Background: an optimization exercise with open tools, aiming at small area. Do not read the settings as production practice.
RTL that was checked went through simulation tests only; none was proved equivalent to the original.
For run 2, only the layout was checked, not whether the RTL still works.
The clock port is modelled as an ideal driver; clocking choices that lean on that would not hold on a real chip.
Power is estimated from default activity; no workload was simulated.

===== flow/config.mk =====
export PLATFORM = sky130hd
export DESIGN_NAME = uart_fifo
export DESIGN_NICKNAME = uart_fifo
export VERILOG_FILES = /design/flow/design.v
export SDC_FILE = /design/flow/constraint.sdc
export NUM_CORES = 4
export LEC_CHECK = 0
export CAP_MARGIN = 20
export CORE_MARGIN = 2
export CORE_UTILIZATION = 60
export SLEW_MARGIN = 20

===== flow/constraint.sdc =====
create_clock -name core_clock -period 10.0 [get_ports {clk}]
set_input_delay 2.0000 -clock core_clock [delete_from_list [all_inputs] [get_ports {clk}]]
set_output_delay 2.0000 -clock core_clock [all_outputs]
set_load 0.01 [all_outputs]

===== flow/design.v =====
`timescale 1ns / 1ps
module uart_fifo(
    input clk,
    input reset,
    input uart_rx,
    output uart_tx,
    output [7:0] led
);
    function [3:0] db;
        input [3:0] q;
        db = {q[2:0], q[3] ^ q[2] ^ (q[2:0] == 3'd0)};
    endfunction
    reg ract;
    reg [3:0] ul, uh;
    reg sb;
    reg fwr;
    wire rsmp = ract & (ul == 4'd8);
    wire rend = rsmp & (uh == 4'd0);
    wire rrdy = sb & ~ract;
    always @(posedge clk or posedge reset) begin
        if (reset) begin
            ract <= 1'b0;
            sb <= 1'b0;
            fwr <= 1'b0;
        end else begin
            fwr <= rrdy;
            if (!ract) ract <= ~uart_rx;
            else if (rend) ract <= 1'b0;
            if (rsmp) sb <= uart_rx | rend;
            else if (!ract) sb <= 1'b0;
        end
    end
    always @(posedge clk) begin
        ul <= ract ? db(ul) : 4'd0;
        uh <= ract ? uh + {3'd0, ul == 4'd8} : 4'd7;
    end
    reg cnt;
    reg [3:0] pw, pr;
    reg busy;                
    reg [3:0] tlo, th;       
    wire rd = cnt & ~busy;
    reg [7:0] ring [0:15];
    wire [7:0] tap = ring[15];
    wire wbit = ract & uh[3] & (pw == 4'd15);
    wire trot;
    wire [7:0] rin = (wbit | trot) ? {wbit ? sb : tap[0], tap[7:1]} : tap;
    integer i;
    always @(posedge clk) begin
        ring[0] <= rin;
        for (i = 1; i < 16; i = i + 1) ring[i] <= ring[i-1];
    end
    always @(posedge clk or posedge reset) begin
        if (reset) begin
            cnt <= 1'b0;
            pw <= 4'd0;
            pr <= 4'd0;
        end else begin
            cnt <= ~rd & (cnt | fwr);
            pw <= pw + 4'd1 + {3'd0, fwr};
            pr <= pr + 4'd1 + {3'd0, rd};
        end
    end
    reg [7:0] nxt;
    wire fwin = busy & ~th[3] & ~(th[1] & th[0]) & ~(th[1] & (tlo == 4'd8));
    wire fetch = fwin & (pr == 4'd15);
    wire cap = wbit & ~cnt & (pw == pr);
    always @(posedge clk) begin
        if (fetch | cap) nxt <= rin;
    end
    reg [7:0] dout;
    always @(posedge clk or posedge reset) begin
        if (reset) dout <= 8'd0;
        else if (rd) dout <= nxt;
    end
    reg flag;                
    reg pre;                 
    reg tx;
    always @(posedge clk or posedge reset) begin
        if (reset) busy <= 1'b0;
        else busy <= rd | (busy & ~((th == 4'd15) & (tlo == 4'd8)));
    end
    always @(posedge clk) begin
        tlo <= rd ? 4'd8 : db(tlo);
        th <= rd ? 4'd5 : th + {3'd0, tlo == 4'd8};
    end
    wire tslot = (pw == {3'd0, flag});
    assign trot = tslot & busy & ((th[3] & ~(th[2] & th[1] & th[0])) | (th == 4'd7));
    wire nb = tslot ? tap[0] : pre;
    always @(posedge clk) begin
        if (busy & ~th[3] & ~th[1]) flag <= 1'b0;
        else if (fwr) flag <= 1'b1;
        pre <= nb;
    end
    always @(posedge clk or posedge reset) begin
        if (reset) tx <= 1'b1;
        else if (busy & (tlo == 4'd8) & (th[3] | th[1]))
            tx <= (~th[3] & ~th[0]) ? 1'b0 : (th == 4'd15) ? 1'b1 : nb;
    end
    assign uart_tx = tx;
    assign led = dout;
endmodule

===== flow/flow/run.sh =====
#!/bin/bash
# Standard layout, except:
# - the clock tree is built by flow/clock_tree.tcl before CTS (a root buffer
#   and one clkbuf_16 per region of registers); CTS then skips its nets;
# - ports are buffered with buf_1;
# - after global routing, gates off the critical paths are downsized
#   (ORFS's power recovery, on all paths).
set -o pipefail
export PRE_CTS_TCL="$PWD/flow/clock_tree.tcl"
export BUFFER_PORTS_ARGS="-buffer_cell sky130_fd_sc_hd__buf_1"
export RECOVER_POWER=100
bash standard.sh > standard.log 2>&1

===== flow/flow/clock_tree.tcl =====
# A two-level clock tree, built before CTS: the clock port drives one root
# buffer, which drives NLEAF leaf buffers, each driving the registers of one
# region of the placement (found by recursive bisection at the median, along
# the longer side). CTS is then told to skip these nets.
set nleaf 5
set leafcell sky130_fd_sc_hd__clkbuf_16
set rootcell sky130_fd_sc_hd__clkbuf_4
set block [ord::get_db_block]
set db [ord::get_db]
set clknet [$block findNet clk]
set sinks {}
foreach it [$clknet getITerms] {
  set loc [[$it getInst] getLocation]
  lappend sinks [list $it [lindex $loc 0] [lindex $loc 1]]
}
proc bisect {items n} {
  if {$n <= 1 || [llength $items] <= 1} { return [list $items] }
  set xs [lsort -integer [lmap i $items {lindex $i 1}]]
  set ys [lsort -integer [lmap i $items {lindex $i 2}]]
  set dx [expr {[lindex $xs end] - [lindex $xs 0]}]
  set dy [expr {[lindex $ys end] - [lindex $ys 0]}]
  set key [expr {$dx >= $dy ? 1 : 2}]
  set s [lsort -integer -index $key $items]
  set n1 [expr {$n / 2}]
  set k [expr {([llength $s] * $n1) / $n}]
  return [concat [bisect [lrange $s 0 [expr {$k-1}]] $n1] [bisect [lrange $s $k end] [expr {$n - $n1}]]]
}
set groups [bisect $sinks $nleaf]
set rootnet [odb::dbNet_create $block "clkroot_net"]
$rootnet setSigType CLOCK
set skip [list clk clkroot_net]
set gi 0; set rx 0; set ry 0
foreach g $groups {
  set sx 0; set sy 0
  foreach i $g { incr sx [lindex $i 1]; incr sy [lindex $i 2] }
  set cx [expr {$sx / [llength $g]}]; set cy [expr {$sy / [llength $g]}]
  set buf [odb::dbInst_create $block [$db findMaster $leafcell] "clkleaf_$gi"]
  set net [odb::dbNet_create $block "clkleaf_net_$gi"]
  $net setSigType CLOCK
  foreach i $g {
    set it [lindex $i 0]
    $it disconnect
    $it connect $net
  }
  [$buf findITerm A] connect $rootnet
  [$buf findITerm X] connect $net
  $buf setLocation $cx $cy
  $buf setPlacementStatus PLACED
  lappend skip "clkleaf_net_$gi"
  puts "clkleaf_$gi: [llength $g] sinks at $cx $cy"
  incr rx $cx; incr ry $cy
  incr gi
}
set root [odb::dbInst_create $block [$db findMaster $rootcell] "clkroot"]
[$root findITerm A] connect $clknet
[$root findITerm X] connect $rootnet
$root setLocation [expr {$rx / $gi}] [expr {$ry / $gi}]
$root setPlacementStatus PLACED
set_cts_config -skip_nets $skip

===== flow/standard.sh =====
#!/bin/bash
# synth_recipe.tcl (not shown) runs the flow's synth.tcl, then flattens the netlist and writes it again
# the make line also repeats each setting of config.mk as NAME=value (left out here)
make -C /OpenROAD-flow-scripts/flow DESIGN_CONFIG=/design/flow/config.mk WORK_HOME=/design/flow/orfs CLKGATE_MAP_FILE= SYNTH_SCRIPT=/design/flow/synth_recipe.tcl "${@:-finish}"

==> results.txt, run 1 <==
result of the run timing/DRC/antenna clean; Synth Warn # 2; static power due to leakage 2.08 nW; share of the cycle needed by the critical path after routing 31.7%; setup repair after global routing missed its margin no; area overhead of the layout relative to synthesis 5.47%; first-pass GRT wire length 9.70 mm; CP max-delay cell dfstp_1; Avg Synthesized Cell Area 14.9 um^2; vias 2012; setup tns final 0 ns; setup repair bufs after CTS 0; Crit path arrival time 1.17 ns; launching element type of the critical path register; WS Path Type reg2out; synthesized net count 324; Std-Cell Rows 31; final instance area 0.00487 mm^2; number of top-level pins 12; flip-flop cell with the highest count after synthesis dfxtp_1; Cell Area, Synth 0.00462 mm^2; Routed Wire Length 5.74 mm; pin count of the biggest net entering global routing 37; die span in y 91.7 um; GRT Util Overall 14.1%; remaining global-route overflow 0; worst hold path type reg2reg; Placer Congestion 0.849; max-capacitance violation count 0; Die X-Extent 91.7 um; worst-skew pair later-pin latency 0.47 ns; placed cell areas 0.00477 mm^2; Power Dens Cells 202 mW/mm^2; share of final-layout standard cells stronger than drive strength 1 3.07%; Sw Share 18.3%; cell internal power dissipation 0.000803 W; CP required 8.00 ns; cell class contributing the biggest share of worst-path delay flip-flops; combinational cell fraction of total power 0.2%; Clk pwr share 27.8%; pin slew with the least headroom to its limit 0.847 ns; cts repair resizes 0; sum of internal, switching and leakage power 0.000983 W; initial drt markers 73; peak clock frequency supported by timing 315 MHz; gate count after technology mapping 311; number of antenna violations at the first check in global routing 0; Final Hold Vio Count 0; number of buffers inserted by hold repair at cts 0; Pins Over Slew Limit 0; Port Buf Inserts 11; starting density of the core 62.7%; series of cell instances along the critical path buf_1; number of distinct library cells after synthesis 36; routed vias/inst 4.73; wire length per cell after detailed routing 13.5 um; worst setup skew after layout 0.0131 ns; number of global-route vias before repair 1976; number of flops mapped to enable cells by yosys 8; kind of capture point of the worst setup path output pin; share of synthesized area occupied by flip-flops and latches 80.4%; number of iterations in the first detailed-routing pass 4; clock-pin slew on the worst setup and hold paths 0.12 ns; floorplan core area 0.00737 mm^2; Peak VDD IR 0.000251 V; FFs w/ async S/R, synth 12.5%; estimated wirelength of the detail-placed design 3.74 mm; number of storage elements in the synthesis netlist 176; final-stage net count 341; worst rel slew slack 43.5%; highest net fanout along the worst path 2; n_diodes 0; die area 0.00842 mm^2; setup violators final 0; delay of the slowest cell on the worst path 0.55 ns; Final Critical Period 3.17 ns; register share of total power 72.0%; Net Switching 0.000180 W; Antenna Violating Nets Remaining 0; detailed-route DRC error count 0; worst slack on hold paths 0.326 ns; total buffers and inverters traversed by the critical path 1
==> per-stage QoR <==
| stage | util [%] | worst slack, ns | cells |
|---|---|---|---|
| 6_report | 66.1 | 6.83 | 425 |
| 5_1_grt | 66.1 | 6.75 | 425 |
| 4_1_cts | 66.6 | 7.19 | 425 |
| 3_5_place_dp | 64.8 | 7.19 | 419 |
| 3_3_place_gp | 64.8 | 7.28 | 419 |
| 2_1_floorplan | - | 7.47 | 311 |
==> layer usage <==
layer	part of all wire, %	global-route usage [%]
met2	44	23.8
met4	1.6	1.74
met1	52	20.7
met5	0	0
met3	2.7	1.40
==> synth_stat cells, drive strengths merged (4+ instances only) <==
library cell,number,share of area (%)
xnor2,7,1.3
nand2b,4,0.54
and2,5,0.68
dfrtp,21,11
xor2,9,1.7
mux2,9,2.8
ha,10,2.7
inv,13,1.1
edfxtp,8,5.2
nand2,30,2.4
nor2,13,1.1
dfxtp,146,63
==> logic make-up after synthesis <==
group | share of synthesized area, %
flip-flops | 80.4
AND/OR/NAND/NOR | 7.04
XOR/XNOR | 3.03
adder cells (fa/ha/maj) | 2.71
AO/OA/AOI/OAI | 2.28
buffers and inverters | 1.46
multiplexers | 3.06
==> layout make-up <==
class / count / area, um^2
flip-flops and latches: 176 / 3710
fillers: 546 / 2500
multi-input cells: 119 / 807
plain buffers: 6 / 133
well taps: 99 / 124
inverters: 13 / 48.8
repair buffers: 12 / 45.0
==> final timing paths <==
check	start	end	slack [ns]	cells after the start
max	tx	uart_tx	6.83	1
min	ring[13][6]	ring[14][6]	0.33	0
max reg2reg	busy	pr[2]	7.75	6
min reg2reg	ring[13][6]	ring[14][6]	0.33	0
max in group asynchronous	reset	ract	7.82	2
min in group asynchronous	reset	dout[7]	1.66	2
==> sequential cells by signal, summed over array words and instances (netlist names), 4 cells and up <==
| name | count |
|---|---|
| dout | 8 |
| nxt | 8 |
| pr | 4 |
| pw | 4 |
| ring | 128 |
| th | 4 |
| tlo | 4 |
| uh | 4 |
| ul | 4 |
==> power groups by stage <==
stage	combinational [W]	clock, W	sequential [W]
final	0.00000231	0.000273	0.000708
after global routing	0.00000280	0.000304	0.000708
after CTS	0.00000259	0.000216	0.000723
after detailed placement	0.00000259	0	0.000723
after global placement	0.00000238	0	0.000723
after floorplan	0.00000158	0	0.000723
==> layout by cell type, fill, tap and decap left out, types with 2 or more instances in the layout <==
| cell | Yosys | routed |
|---|---|---|
| dfxtp_1 | 146 | 146 |
| nand2_1 | 30 | 30 |
| dfrtp_1 | 21 | 21 |
| inv_1 | 13 | 13 |
| nor2_1 | 13 | 13 |
| buf_1 | 0 | 11 |
| ha_1 | 10 | 10 |
| xor2_1 | 9 | 9 |
| mux2_1 | 0 | 8 |
| edfxtp_1 | 8 | 8 |
| xnor2_1 | 7 | 7 |
| clkbuf_16 | 0 | 5 |
| nand2b_1 | 4 | 4 |
| nor2b_1 | 3 | 3 |
| nand3_1 | 3 | 3 |
| nor3_1 | 3 | 3 |
| nand4_1 | 3 | 3 |
| o21ai_0 | 3 | 3 |
| and2_1 | 5 | 3 |
| nor3b_1 | 2 | 2 |
| a31oi_1 | 2 | 2 |
| and2_0 | 0 | 2 |
==> run 2, diff against run 1 <==
--- a/flow/design.v
+++ b/flow/design.v
@@ -65,3 +65,3 @@
     wire fetch = fwin & (pr == 4'd15);
-    wire cap = wbit & ~cnt & (pw == pr);
+    wire cap = wbit & ~cnt & (pr == 4'd15);    
     always @(posedge clk) begin
==> run 2 against run 1 <==
Compared with the run above:
- register-to-register slack lost 0.13 ns
- via count decreased by 1.8%
- clock power about the same
- hold slack gained 0.0017 ns
- sequential power is essentially flat
- global-route usage decreased by 1.3 points
- area after synthesis decreased by 0.79%
- total power barely moved
- first-iteration DRC count shrank 42%
- cell count decreased by 0.94%
- largest cell class unchanged
- synthesized cell count shrank 0.96%
- maximum frequency rose by 0.41%
==> results.txt, run 2 <==
area overhead of the layout relative to synthesis 5.43% (was 5.47%); Final Hold Vio Count 0 (unchanged); detailed-route DRC error count 0 (unchanged); Net Switching 0.000180 W (about the same); number of distinct library cells after synthesis 35 (was 36); result of the run timing/DRC/antenna clean (unchanged); worst setup skew after layout 0.0118 ns (was 0.0131 ns); busiest metal layer after global routing met2 (unchanged); met2 track utilization from global routing 20.1% (was 23.8%); highest net fanout along the worst path 2 (unchanged); Avg Synthesized Cell Area 14.9 um^2 (about the same); number of top-level pins 12 (unchanged); number of antenna violations at the first check in global routing 0 (unchanged); wire length per cell after detailed routing 12.5 um (was 13.5 um); initial drt markers 42 (was 73); worst-skew pair later-pin latency 0.47 ns (about the same); clock-pin slew on the worst setup and hold paths 0.12 ns (about the same); gate count after technology mapping 308 (was 311); estimated wirelength of the detail-placed design 3.43 mm (was 3.74 mm); cts repair resizes 0 (unchanged); setup violators final 0 (unchanged); max reg flops 128 (unchanged); most common cell after layout, fill and taps aside dfxtp_1 (unchanged); Peak VDD IR 0.000267 V (was 0.000251 V); Cell Area, Synth 0.00458 mm^2 (was 0.00462 mm^2); max-capacitance violation count 0 (unchanged); Sw Share 18.3% (about the same); worst hold path type reg2reg (unchanged); peak clock frequency supported by timing 317 MHz (was 315 MHz); Pins Over Slew Limit 0 (unchanged); Placer Congestion 0.801 (was 0.849); FFs w/ async S/R, synth 12.5% (unchanged); most common cell in the netlist dfxtp_1 (unchanged); Antenna Violating Nets Remaining 0 (unchanged); register share of total power 72.0% (about the same); first-pass GRT wire length 8.83 mm (was 9.70 mm); Global Route met3 Usage 1.16% (was 1.40%); n_diodes 0 (unchanged); die area 0.00835 mm^2 (was 0.00842 mm^2); floorplan core area 0.00733 mm^2 (was 0.00737 mm^2); die span in y 91.4 um (was 91.7 um); delay of the slowest cell on the worst path 0.55 ns (about the same); share of final-layout standard cells stronger than drive strength 1 3.73% (was 3.07%); pin slew with the least headroom to its limit 1.12 ns (was 0.847 ns); remaining global-route overflow 0 (unchanged); Crit path arrival time 1.16 ns (was 1.17 ns); CP max-delay cell dfstp_2 (was dfstp_1); count of filler cells inserted in the layout 550 (was 546); combinational cell fraction of total power 0.2% (about the same); share of the synthesized area in the top cell type 63.8% (was 63.3%); GRT Util Overall 12.8% (was 14.1%); Reg with most FFs ring (unchanged); biggest area contributors in the synthesized netlist dfxtp_1, dfrtp_1, edfxtp_1, ha_1, mux2_4 (unchanged); number of global-route vias before repair 1851 (was 1976); routed vias/inst 4.69 (was 4.73); Storage cell area 0.00371 mm^2 (unchanged); vias 1976 (was 2012); Die X-Extent 91.4 um (was 91.7 um); number of storage elements in the synthesis netlist 176 (unchanged); total buffers and inverters traversed by the critical path 1 (unchanged); kind of capture point of the worst setup path output pin (unchanged); starting density of the core 62.5% (was 62.7%); final-stage net count 337 (was 341); R2R setup slack 7.62 ns (was 7.75 ns); Port Buf Inserts 11 (unchanged); cell type with the largest total area after synthesis dfxtp_1 (unchanged); Routed Wire Length 5.27 mm (was 5.74 mm); combined area of the multi-input logic cells 763 um^2 (was 807 um^2); most frequent cells in the layout dfxtp_1, nand2_1, dfrtp_1 (unchanged); static power due to leakage 2.06 nW (was 2.08 nW); Synth Warn # 2 (unchanged); series of cell instances along the critical path buf_1 (unchanged); commonest cells in the netlist dfxtp_1, nand2_1, dfrtp_1, inv_1, nor2_1 (unchanged); pin count of the biggest net entering global routing 37 (unchanged); Final Critical Period 3.16 ns (was 3.17 ns); flip-flop cell with the highest count after synthesis dfxtp_1 (unchanged); Std-Cell Rows 31 (unchanged); met1 Resource Use GR 19.9% (was 20.7%); share of synthesized area occupied by flip-flops and latches 81.1% (was 80.4%); cell internal power dissipation 0.000803 W (about the same); sum of internal, switching and leakage power 0.000983 W (about the same); launching element type of the critical path register (unchanged); worst rel slew slack 24.9% (was 43.5%); Clk pwr share 27.8% (about the same); fraction of the core area covered by cells at the end of the flow 65.9% (was 66.1%); setup repair bufs after CTS 0 (unchanged); largest registers ring: 128 flops, dout: 8 flops, nxt: 8 flops (unchanged); setup repair after global routing missed its margin no (unchanged); CP required 8.00 ns (about the same); share of the cycle needed by the critical path after routing 31.6% (was 31.7%); Power Dens Cells 203 mW/mm^2 (was 202 mW/mm^2); synthesized net count 321 (was 324); WS Path Type reg2out (unchanged); number of buffers inserted by hold repair at cts 0 (unchanged); worst slack on hold paths 0.327 ns (was 0.326 ns); number of iterations in the first detailed-routing pass 4 (unchanged); setup tns final 0 ns (unchanged); cell class contributing the biggest share of worst-path delay flip-flops (unchanged); number of flops mapped to enable cells by yosys 8 (unchanged)
[run 2: cell types whose count changed in the layout (fill, tap and decap cells not counted), sizes merged, moves of 2 or more]
cell	previous run	this run
nand2b	4	2
nand4	3	1
xnor2	7	4
nor2b	3	6
and2	5	2
nor3	3	5
[run 2: area by class of cell]
class                   count  area share, %
inverters                  14           1.09
multi-input cells         114           15.8
flip-flops and latches    176           76.9
well taps                  99           2.56
plain buffers               6           2.74
repair buffers             12          0.932
[run 2: final timing paths]
kind / startpoint / endpoint / cells past startpoint
hold / removal: ring[13][3] / ring[14][3] / 0
hold reg to reg: ring[13][3] / ring[14][3] / 0
min in group asynchronous: reset / fwr / 2
setup / recovery: tx / uart_tx / 1
max in group asynchronous: reset / busy / 2
setup reg to reg: tlo[2] / nxt[7] / 6
[run 2: cells by family after synthesis]
kind of cell	share of synthesized area (%)
flops	81.1
compound gates	2.29
buf+inv	1.64
simple gates	6.91
xor+xnor	2.29
fa+ha+maj	2.73
mux	3.08
[run 2: layer usage]
metal / wire length [um] / vias up
met5: 0 / -
met4: 98 / 0
met3: 143 / 9
met2: 2190 / 23
met1: 2840 / 927
li1: - / 1017
[run 2: power by group through the flow]
stage,logic [W],registers [W],clock network [W]
after detailed placement,0.00000243,0.000723,0
after CTS,0.00000244,0.000723,0.000216
after global placement,0.00000234,0.000723,0
after global routing,0.00000278,0.000708,0.000305
after floorplan,0.00000158,0.000723,0
final,0.00000226,0.000708,0.000273
[run 2: metrics by stage]
step	instance area, um^2	std cells	setup slack, ns
2_1_floorplan	4580	308	7.47
3_3_place_gp	4730	415	7.29
3_5_place_dp	4730	415	7.26
4_1_cts	4870	421	7.25
5_1_grt	4830	421	6.77
6_report	4830	421	6.84
==> run 3, diff against run 2 <==
--- a/flow/design.v
+++ b/flow/design.v
@@ -17,3 +17,3 @@
     wire rsmp = ract & (ul == 4'd8);
-    wire rend = rsmp & (uh == 4'd0);
+    wire rend = rsmp & ~uh[3] & ~uh[0];     
     wire rrdy = sb & ~ract;
@@ -63,3 +63,3 @@
     reg [7:0] nxt;
-    wire fwin = busy & ~th[3] & ~(th[1] & th[0]) & ~(th[1] & (tlo == 4'd8));
+    wire fwin = busy & ~th[3] & th[1] & ~(th[0] & (tlo == 4'd8));
     wire fetch = fwin & (pr == 4'd15);
@@ -79,3 +79,3 @@
         if (reset) busy <= 1'b0;
-        else busy <= rd | (busy & ~((th == 4'd15) & (tlo == 4'd8)));
+        else busy <= rd | (busy & ~(~th[3] & ~th[1] & (tlo == 4'd8)));
     end
@@ -83,9 +83,9 @@
         tlo <= rd ? 4'd8 : db(tlo);
-        th <= rd ? 4'd5 : th + {3'd0, tlo == 4'd8};
+        th <= rd ? 4'd6 : th + {3'd0, tlo == 4'd8};
     end
     wire tslot = (pw == {3'd0, flag});
-    assign trot = tslot & busy & ((th[3] & ~(th[2] & th[1] & th[0])) | (th == 4'd7));
+    assign trot = tslot & busy & th[3];
     wire nb = tslot ? tap[0] : pre;
     always @(posedge clk) begin
-        if (busy & ~th[3] & ~th[1]) flag <= 1'b0;
+        if (busy & ~th[3] & th[1] & ~th[0]) flag <= 1'b0;
         else if (fwr) flag <= 1'b1;
@@ -95,4 +95,4 @@
         if (reset) tx <= 1'b1;
-        else if (busy & (tlo == 4'd8) & (th[3] | th[1]))
-            tx <= (~th[3] & ~th[0]) ? 1'b0 : (th == 4'd15) ? 1'b1 : nb;
+        else if (busy & (tlo == 4'd8) & (th[3] | ~th[1] | th[0]))
+            tx <= (~th[3] & th[0]) ? 1'b0 : (~th[3] & ~th[1]) ? 1'b1 : nb;
     end
==> run 3 against run 2 <==
Compared with the run above:
- die area shrank 1.2%
- critical path type unchanged
- via count decreased by 2.8%
- register-to-register slack got worse by 0.12 ns
- hold slack improved by 0.00087 ns
- cell count shrank 1.9%
- routed wire length is 6.4% higher
- area after synthesis shrank 1.2%
- total power increased by 30%
- synthesized cell count shrank 2.6%
- core utilization decreased by 0.25 points
- still clean on timing, DRC and antenna
- clock power barely moved
- largest power group unchanged
- sequential power increased by 18%
==> results.txt, run 3 <==
worst-skew pair later-pin latency 0.47 ns (about the same); max-capacitance violation count 0 (unchanged); wire length per cell after detailed routing 13.6 um (was 12.5 um); share of final-layout standard cells stronger than drive strength 1 2.55% (was 3.73%); worst setup skew after layout 0.0162 ns (was 0.0118 ns); kind of capture point of the worst setup path output pin (unchanged); highest net fanout along the worst path 2 (unchanged); static power due to leakage 2.04 nW (was 2.06 nW); count of filler cells inserted in the layout 565 (was 550); gate count after technology mapping 300 (was 308); clock-pin slew on the worst setup and hold paths 0.12 ns (about the same); Final Critical Period 3.19 ns (was 3.16 ns); max reg flops 128 (unchanged); series of cell instances along the critical path buf_1 (unchanged); number of flops mapped to enable cells by yosys 8 (unchanged); number of storage elements in the synthesis netlist 176 (unchanged); number of iterations in the first detailed-routing pass 4 (unchanged); cell class contributing the biggest share of worst-path delay flip-flops (unchanged); number of global-route vias before repair 1901 (was 1851); result of the run timing/DRC/antenna clean (unchanged); FFs w/ async S/R, synth 12.5% (unchanged); Port Buf Inserts 11 (unchanged); setup repair after global routing missed its margin no (unchanged); number of buffers inserted by hold repair at cts 0 (unchanged); commonest cells in the netlist dfxtp_1, nand2_1, dfrtp_1, inv_1, ha_1 (was dfxtp_1, nand2_1, dfrtp_1, inv_1, nor2_1); most frequent cells in the layout dfxtp_1, nand2_1, dfrtp_1 (unchanged); share of the synthesized area in the top cell type 64.5% (was 63.8%); detailed-route DRC error count 0 (unchanged); estimated wirelength of the detail-placed design 3.64 mm (was 3.43 mm); setup violators final 0 (unchanged); cts repair resizes 0 (unchanged); CP max-delay cell dfstp_1 (was dfstp_2); Peak VDD IR 0.000220 V (was 0.000267 V); most common cell in the netlist dfxtp_1 (unchanged); launching element type of the critical path register (unchanged); remaining global-route overflow 0 (unchanged); peak clock frequency supported by timing 314 MHz (was 317 MHz); worst rel slew slack 21.5% (was 24.9%); Routed Wire Length 5.60 mm (was 5.27 mm); routed vias/inst 4.65 (was 4.69); cell type with the largest total area after synthesis dfxtp_1 (unchanged); Crit path arrival time 1.19 ns (was 1.16 ns); Placer Congestion 0.752 (was 0.801); Reg with most FFs ring (unchanged); n_diodes 0 (unchanged); GRT Util Overall 14.1% (was 12.8%); worst hold path type reg2reg (unchanged); number of distinct library cells after synthesis 34 (was 35); WS Path Type reg2out (unchanged); synthesized net count 313 (was 321); pin slew with the least headroom to its limit 1.17 ns (was 1.12 ns); Std-Cell Rows 31 (unchanged); setup repair bufs after CTS 0 (unchanged); first-pass GRT wire length 9.55 mm (was 8.83 mm); CP required 8.00 ns (about the same); Avg Synthesized Cell Area 15.1 um^2 (was 14.9 um^2); number of top-level pins 12 (unchanged); floorplan core area 0.00729 mm^2 (was 0.00733 mm^2); number of antenna violations at the first check in global routing 0 (unchanged); die area 0.00826 mm^2 (was 0.00835 mm^2); setup tns final 0 ns (unchanged); flip-flop cell with the highest count after synthesis dfxtp_1 (unchanged); sum of internal, switching and leakage power 0.00128 W (was 0.000983 W); Die X-Extent 90.9 um (was 91.4 um); Pins Over Slew Limit 0 (unchanged); Synth Warn # 2 (unchanged); initial drt markers 71 (was 42); most common cell after layout, fill and taps aside dfxtp_1 (unchanged); pin count of the biggest net entering global routing 37 (unchanged); biggest area contributors in the synthesized netlist dfxtp_1, dfrtp_1, edfxtp_1, ha_1, nand2_1 (was dfxtp_1, dfrtp_1, edfxtp_1, ha_1, mux2_4); Power Dens Cells 267 mW/mm^2 (was 203 mW/mm^2); die span in y 90.9 um (was 91.4 um); Cell Area, Synth 0.00453 mm^2 (was 0.00458 mm^2); Final Hold Vio Count 0 (unchanged); share of the cycle needed by the critical path after routing 31.9% (was 31.6%); starting density of the core 62.1% (was 62.5%); total buffers and inverters traversed by the critical path 1 (unchanged); area overhead of the layout relative to synthesis 5.75% (was 5.43%); delay of the slowest cell on the worst path 0.56 ns (was 0.55 ns); vias 1920 (was 1976); largest registers ring: 128 flops, dout: 8 flops, nxt: 8 flops (unchanged); final-stage net count 329 (was 337); share of synthesized area occupied by flip-flops and latches 82.0% (was 81.1%); Antenna Violating Nets Remaining 0 (unchanged)
run 3: layout make-up:
type	count	area, um^2	area share (%)
plain buffers	6	133	2.77
inverters	12	45.0	0.941
multi-input cells	108	723	15.1
flip-flops and latches	176	3710	77.6
well taps	99	124	2.59
repair buffers	12	48.8	1.02
run 3: final timing paths:
kind | start | endpoint | slack [ns] | cells after the start
max reg2reg | tlo[2] | nxt[1] | 7.50 | 6
max in group asynchronous | reset | pr[0] | 7.80 | 2
min reg2reg | ring[12][0] | ring[13][0] | 0.33 | 0
min in group asynchronous | reset | cnt | 1.66 | 2
max | tx | uart_tx | 6.81 | 1
min | ring[12][0] | ring[13][0] | 0.33 | 0
run 3: report_power, final:
group	switching [W]	internal (W)
Combinational	0.0000855	0.0000844
Clock	0.000177	0.0000953
Sequential	0.0000554	0.000782
run 3: per-stage QoR:
step	setup WS [ns]	hold slack (ns)	utilization, %	area (um^2)	std cells
2_1_floorplan	7.47	0.310	-	4530	300
3_3_place_gp	7.20	0.310	64.3	4690	407
3_5_place_dp	7.19	0.312	64.3	4690	407
4_1_cts	7.18	0.312	66.1	4820	413
5_1_grt	6.74	0.335	65.7	4790	413
6_report	6.81	0.328	65.7	4790	413
run 3: layer usage:
metal	wire [um]	share of wire [%]	up-vias	track usage (%)
li1	-	-	981	-
met1	2830	51	915	20.9
met2	2530	45	17	23.4
met3	150	2.7	7	1.42
met4	87	1.6	0	2.27
met5	0	0	-	0
run 3: cells by family after synthesis:
logic type | after synthesis | synth area share, %
fa+ha+maj | 10 | 2.76
buf+inv | 16 | 1.33
compound gates | 9 | 1.82
mux | 10 | 2.46
simple gates | 68 | 7.46
flops | 176 | 82.0
xor+xnor | 11 | 2.13
==> run 4, diff against run 3 <==
--- a/flow/flow/clock_tree.tcl
+++ b/flow/flow/clock_tree.tcl
@@ -1,8 +1,8 @@
-# A two-level clock tree, built before CTS: the clock port drives one root
-# buffer, which drives NLEAF leaf buffers, each driving the registers of one
-# region of the placement (found by recursive bisection at the median, along
-# the longer side). CTS is then told to skip these nets.
-set nleaf 5
+# A clock tree built before CTS: the clock port drives NLEAF leaf buffers
+# (through one root buffer if rootcell is set), each driving the registers of
+# one region of the placement (found by recursive bisection at the median,
+# along the longer side). CTS is then told to skip these nets.
+set nleaf 4
 set leafcell sky130_fd_sc_hd__clkbuf_16
-set rootcell sky130_fd_sc_hd__clkbuf_4
+set rootcell ""
 set block [ord::get_db_block]
@@ -28,5 +28,10 @@
 set groups [bisect $sinks $nleaf]
-set rootnet [odb::dbNet_create $block "clkroot_net"]
-$rootnet setSigType CLOCK
-set skip [list clk clkroot_net]
+if {$rootcell ne ""} {
+  set rootnet [odb::dbNet_create $block "clkroot_net"]
+  $rootnet setSigType CLOCK
+  set skip [list clk clkroot_net]
+} else {
+  set rootnet $clknet
+  set skip [list clk]
+}
 set gi 0; set rx 0; set ry 0
@@ -53,7 +58,9 @@
 }
-set root [odb::dbInst_create $block [$db findMaster $rootcell] "clkroot"]
-[$root findITerm A] connect $clknet
-[$root findITerm X] connect $rootnet
-$root setLocation [expr {$rx / $gi}] [expr {$ry / $gi}]
-$root setPlacementStatus PLACED
+if {$rootcell ne ""} {
+  set root [odb::dbInst_create $block [$db findMaster $rootcell] "clkroot"]
+  [$root findITerm A] connect $clknet
+  [$root findITerm X] connect $rootnet
+  $root setLocation [expr {$rx / $gi}] [expr {$ry / $gi}]
+  $root setPlacementStatus PLACED
+}
 set_cts_config -skip_nets $skip
--- a/flow/config.mk
+++ b/flow/config.mk
@@ -9,3 +9,3 @@
 export CORE_MARGIN = 2
-export CORE_UTILIZATION = 60
+export CORE_UTILIZATION = 85
 export SLEW_MARGIN = 20
==> run 4 against run 3 <==
Compared with the run above:
- the flow now stops in detailed placement (3_5_place_dp)
- area after synthesis is the same
- synthesized cell count did not move
==> results.txt, run 4 <==
Placer Congestion 0.813 (was 0.752); biggest area contributors in the synthesized netlist dfxtp_1, dfrtp_1, edfxtp_1, ha_1, nand2_1 (unchanged); result of the run stopped before the end (was timing/DRC/antenna clean); Port Buf Inserts 11 (unchanged); share of synthesized area occupied by flip-flops and latches 82.0% (unchanged); number of top-level pins 12 (unchanged); cell type with the largest total area after synthesis dfxtp_1 (unchanged); die span in y 77.0 um (was 90.9 um); Fail Step detailed placement (3_5_place_dp); share of the synthesized area in the top cell type 64.5% (unchanged); number of flops mapped to enable cells by yosys 8 (unchanged); Std-Cell Rows 26 (was 31); Die X-Extent 77.0 um (was 90.9 um); FFs w/ async S/R, synth 12.5% (unchanged); number of distinct library cells after synthesis 34 (unchanged); most common cell in the netlist dfxtp_1 (unchanged); synthesized net count 313 (unchanged); starting density of the core 88.1% (was 62.1%); Error Message Error: detail_place.tcl, 38 bad optional access; commonest cells in the netlist dfxtp_1, nand2_1, dfrtp_1, inv_1, ha_1 (unchanged); Cell Area, Synth 0.00453 mm^2 (unchanged); number of storage elements in the synthesis netlist 176 (unchanged); Avg Synthesized Cell Area 15.1 um^2 (unchanged); flip-flop cell with the highest count after synthesis dfxtp_1 (unchanged); gate count after technology mapping 300 (unchanged); Synth Warn # 2 (unchanged)
==> run 4: worst max path at each step <==
stage | from | to | slack, ns | cells after the start
after floorplan | tx | uart_tx | 7.47 | 0
after global placement | reset | ract | 7.34 | 2
==> run 4: cell families after synthesis <==
group                    Yosys count  synth area share, %
AND/OR/NAND/NOR                   68                 7.46
AO/OA/AOI/OAI                      9                 1.82
XOR/XNOR                          11                 2.13
flip-flops                       176                 82.0
adder cells (fa/ha/maj)           10                 2.76
buffers and inverters             16                 1.33
multiplexers                      10                 2.46
==> run 4: power groups by stage <==
| stage | logic, W | registers (W) | clock network (W) |
|---|---|---|---|
| after floorplan | 0.000141 | 0.000845 | 0 |
| after global placement | 0.000169 | 0.000852 | 0 |
==> run 4: per-stage QoR <==
step | hold WS (ns) | area, um^2 | setup WS (ns) | total power, W | instances
3_3_place_gp | 0.310 | 4650 | 7.34 | 0.00102 | 378
2_1_floorplan | 0.310 | 4530 | 7.47 | 0.000987 | 300
==> run 5, diff against run 4 <==
--- a/flow/design.v
+++ b/flow/design.v
@@ -37,3 +37,3 @@
     reg cnt;
-    reg [3:0] pw, pr;
+    reg [3:0] pl, pr;
     reg busy;                
@@ -43,3 +43,3 @@
     wire [7:0] tap = ring[15];
-    wire wbit = ract & uh[3] & (pw == 4'd15);
+    wire wbit = ract & uh[3] & (pl == 4'd0);
     wire trot;
@@ -54,3 +54,3 @@
             cnt <= 1'b0;
-            pw <= 4'd0;
+            pl <= 4'd1;
             pr <= 4'd0;
@@ -58,4 +58,4 @@
             cnt <= ~rd & (cnt | fwr);
-            pw <= pw + 4'd1 + {3'd0, fwr};
-            pr <= pr + 4'd1 + {3'd0, rd};
+            pl <= pl + {3'd0, ~fwr};
+            pr <= pr + {3'd0, ~rd};
         end
@@ -85,3 +85,3 @@
     end
-    wire tslot = (pw == {3'd0, flag});
+    wire tslot = (pl[3:1] == 3'd7) & (pl[0] ^ flag);    
     assign trot = tslot & busy & th[3];
--- a/flow/flow/clock_tree.tcl
+++ b/flow/flow/clock_tree.tcl
@@ -4,5 +4,5 @@
 # along the longer side). CTS is then told to skip these nets.
-set nleaf 4
+set nleaf 5
 set leafcell sky130_fd_sc_hd__clkbuf_16
-set rootcell ""
+set rootcell "sky130_fd_sc_hd__clkbuf_4"
 set block [ord::get_db_block]
--- a/flow/config.mk
+++ b/flow/config.mk
@@ -9,3 +9,3 @@
 export CORE_MARGIN = 2
-export CORE_UTILIZATION = 85
+export CORE_UTILIZATION = 60
 export SLEW_MARGIN = 20
==> run 5 against run 4 <==
Compared with the run above:
- now clean on timing, DRC and antenna
- area after synthesis fell by 0.50%
- synthesized cell count fell by 1.3%
==> results.txt, run 5 <==
number of distinct library cells after synthesis 34 (unchanged); pin count of the biggest net entering global routing 37; Peak VDD IR 0.000214 V; Reg with most FFs ring; cell type with the largest total area after synthesis dfxtp_1 (unchanged); final-stage net count 323; worst hold start ring[13][1]; CP max-delay cell dfstp_2; Storage cell area 0.00372 mm^2; peak clock frequency supported by timing 318 MHz; cell class contributing the biggest share of worst-path delay flip-flops; worst hold path type reg2reg; clock-pin slew on the worst setup and hold paths 0.12 ns; setup repair after global routing missed its margin no; commonest cells in the netlist dfxtp_1, nand2_1, dfrtp_1, ha_1, mux2_2 (was dfxtp_1, nand2_1, dfrtp_1, inv_1, ha_1); most common cell after layout, fill and taps aside dfxtp_1; share of final-layout standard cells stronger than drive strength 1 3.57%; Routed Wire Length 5.20 mm; worst setup skew after layout 0.0148 ns; Cell Area, Synth 0.00451 mm^2 (was 0.00453 mm^2); Synth Warn # 2 (unchanged); routed vias/inst 4.67; max-capacitance violation count 0; max reg flops 128; Avg Synthesized Cell Area 15.2 um^2 (was 15.1 um^2); kind of capture point of the worst setup path output pin; floorplan core area 0.00725 mm^2; number of flops mapped to enable cells by yosys 8 (unchanged); delay of the slowest cell on the worst path 0.55 ns; die span in y 90.7 um (was 77.0 um); number of storage elements in the synthesis netlist 176 (unchanged); busiest metal layer after global routing met2; starting density of the core 62.1% (was 88.1%); share of the cycle needed by the critical path after routing 31.5%; Crit. Startpoint tx; static power due to leakage 1.96 nW; count of filler cells inserted in the layout 550; area overhead of the layout relative to synthesis 5.78%; FFs w/ async S/R, synth 12.5% (unchanged); worst-skew pair later-pin latency 0.46 ns; Std-Cell Rows 31 (was 26); highest net fanout along the worst path 2; GRT Util Overall 13.0%; number of top-level pins 12 (unchanged); pin slew with the least headroom to its limit 0.932 ns; most common cell in the netlist dfxtp_1 (unchanged); share of synthesized area occupied by flip-flops and latches 82.5% (was 82.0%); worst rel slew slack 37.5%; Final Critical Period 3.15 ns; biggest area contributors in the synthesized netlist dfxtp_1, dfrtp_1, edfxtp_1, ha_1, nand2_1 (unchanged); number of iterations in the first detailed-routing pass 3; Pins Over Slew Limit 0; remaining global-route overflow 0; combined area of the multi-input logic cells 729 um^2; total buffers and inverters traversed by the critical path 1; share of the synthesized area in the top cell type 64.9% (was 64.5%); Power Dens Cells 268 mW/mm^2; Die X-Extent 90.7 um (was 77.0 um); Port Buf Inserts 11 (unchanged); number of buffers inserted by hold repair at cts 0; n_diodes 0; cts repair resizes 0; flip-flop cell with the highest count after synthesis dfxtp_1 (unchanged); result of the run timing/DRC/antenna clean (was stopped before the end); sum of internal, switching and leakage power 0.00128 W; detailed-route DRC error count 0; CP required 8.00 ns; wire length per cell after detailed routing 12.8 um; setup repair bufs after CTS 0; setup violators final 0; Final Hold Vio Count 0; most frequent cells in the layout dfxtp_1, nand2_1, dfrtp_1; number of antenna violations at the first check in global routing 0; met2 track utilization from global routing 20.3%; synthesized net count 309 (was 313); launching element type of the critical path register; die area 0.00822 mm^2; first-pass GRT wire length 8.84 mm; Crit path arrival time 1.15 ns; series of cell instances along the critical path buf_1; vias 1899; largest registers ring: 128 flops, dout: 8 flops, nxt: 8 flops; number of global-route vias before repair 1817; worst reg2reg path startpoint busy; setup tns final 0 ns; initial drt markers 79; gate count after technology mapping 296 (was 300); WS Path Type reg2out; Placer Congestion 0.677 (was 0.813); met1 Resource Use GR 20.2%; Global Route met3 Usage 1.50%; estimated wirelength of the detail-placed design 3.33 mm; Antenna Violating Nets Remaining 0
==> run 5: cell count changes after synthesis, moves of 2 or more <==
cell,before,now
mux2_1,2,0
inv_1,12,6
nand3_1,2,6
buf_2,0,2
clkbuf_1,3,1
xor2_1,7,4
xnor2_1,4,7
mux2_2,7,10
==> run 5: final timing paths <==
check	end	slack (ns)	depth (start not counted)
worst max-delay path	uart_tx	6.85	1
worst min-delay path	ring[14][1]	0.33	0
worst max register to register	pr[2]	7.66	5
worst min register to register	ring[14][1]	0.33	0
max in group asynchronous	dout[4]	7.82	2
min in group asynchronous	sb	1.66	2
==> run 5: area by class of cell <==
cell class,instances,share of cell area [%]
flip-flops and latches,176,78.0
plain buffers,6,2.78
multi-input cells,109,15.3
well taps,99,2.60
repair buffers,11,0.866
inverters,6,0.473
==> run 5: routing by layer <==
layer  up-vias  wire length [um]
li1        971                 -
met1       908              2740
met2        15              2260
met3         5               148
met4         0                53
met5         -                 0
==> run 5: cells by family after synthesis <==
kind of cell	synth area share, %
compound gates	1.50
xor+xnor	2.14
fa+ha+maj	2.78
buf+inv	0.999
flops	82.5
mux	2.50
simple gates	7.61
==> run 5: through the flow <==
step | worst slack, ns | area [um^2] | std cells | hold slack (ns) | utilization [%]
finish | 6.85 | 4770 | 407 | 0.326 | 65.7
global route | 6.79 | 4770 | 407 | 0.328 | 65.7
CTS | 7.25 | 4780 | 407 | 0.312 | 65.9
detailed placement | 7.26 | 4650 | 401 | 0.312 | 64.1
global placement | 7.29 | 4650 | 401 | 0.311 | 64.1
floorplan | 7.47 | 4510 | 296 | 0.310 | -
==> run 5: power by group <==
group | internal [W] | switching [W] | total [W]
Sequential | 0.000785 | 0.0000570 | 0.000842
Clock | 0.0000954 | 0.000175 | 0.000270
Combinational | 0.0000862 | 0.0000796 | 0.000166
Total | 0.000967 | 0.000311 | 0.00128

## port drivers added, routing unchanged
How much do the figures lean on ideal ports? The routed layouts below were timed once more, with nothing changed but the port constraints. Step 1 assumes that a clkbuf_16 drives the clock port and a buf_2 every other input. Step 2, shift: input delay + t, output delay - t, t = (earliest + latest rising clock arrival at the registers) / 2. This alone moves slack from input paths to output paths. Slacks: ideal ports / drivers / drivers and shift; pairs: ideal ports / drivers.
run	t (ns)	setup slack, ns	slew at the worst register clock pin (ns)	pins driven straight from the clock port
run 1	0.488	6.829 / 6.803 / 7.291	0.12 / 0.12	1
run 2	0.495	6.842 / 6.814 / 7.309	0.12 / 0.12	1
run 3	0.491	6.814 / 6.785 / 7.277	0.12 / 0.12	1
run 5	0.477	6.855 / 6.831 / 7.308	0.12 / 0.12	1
After both steps every run listed still meets setup and hold.
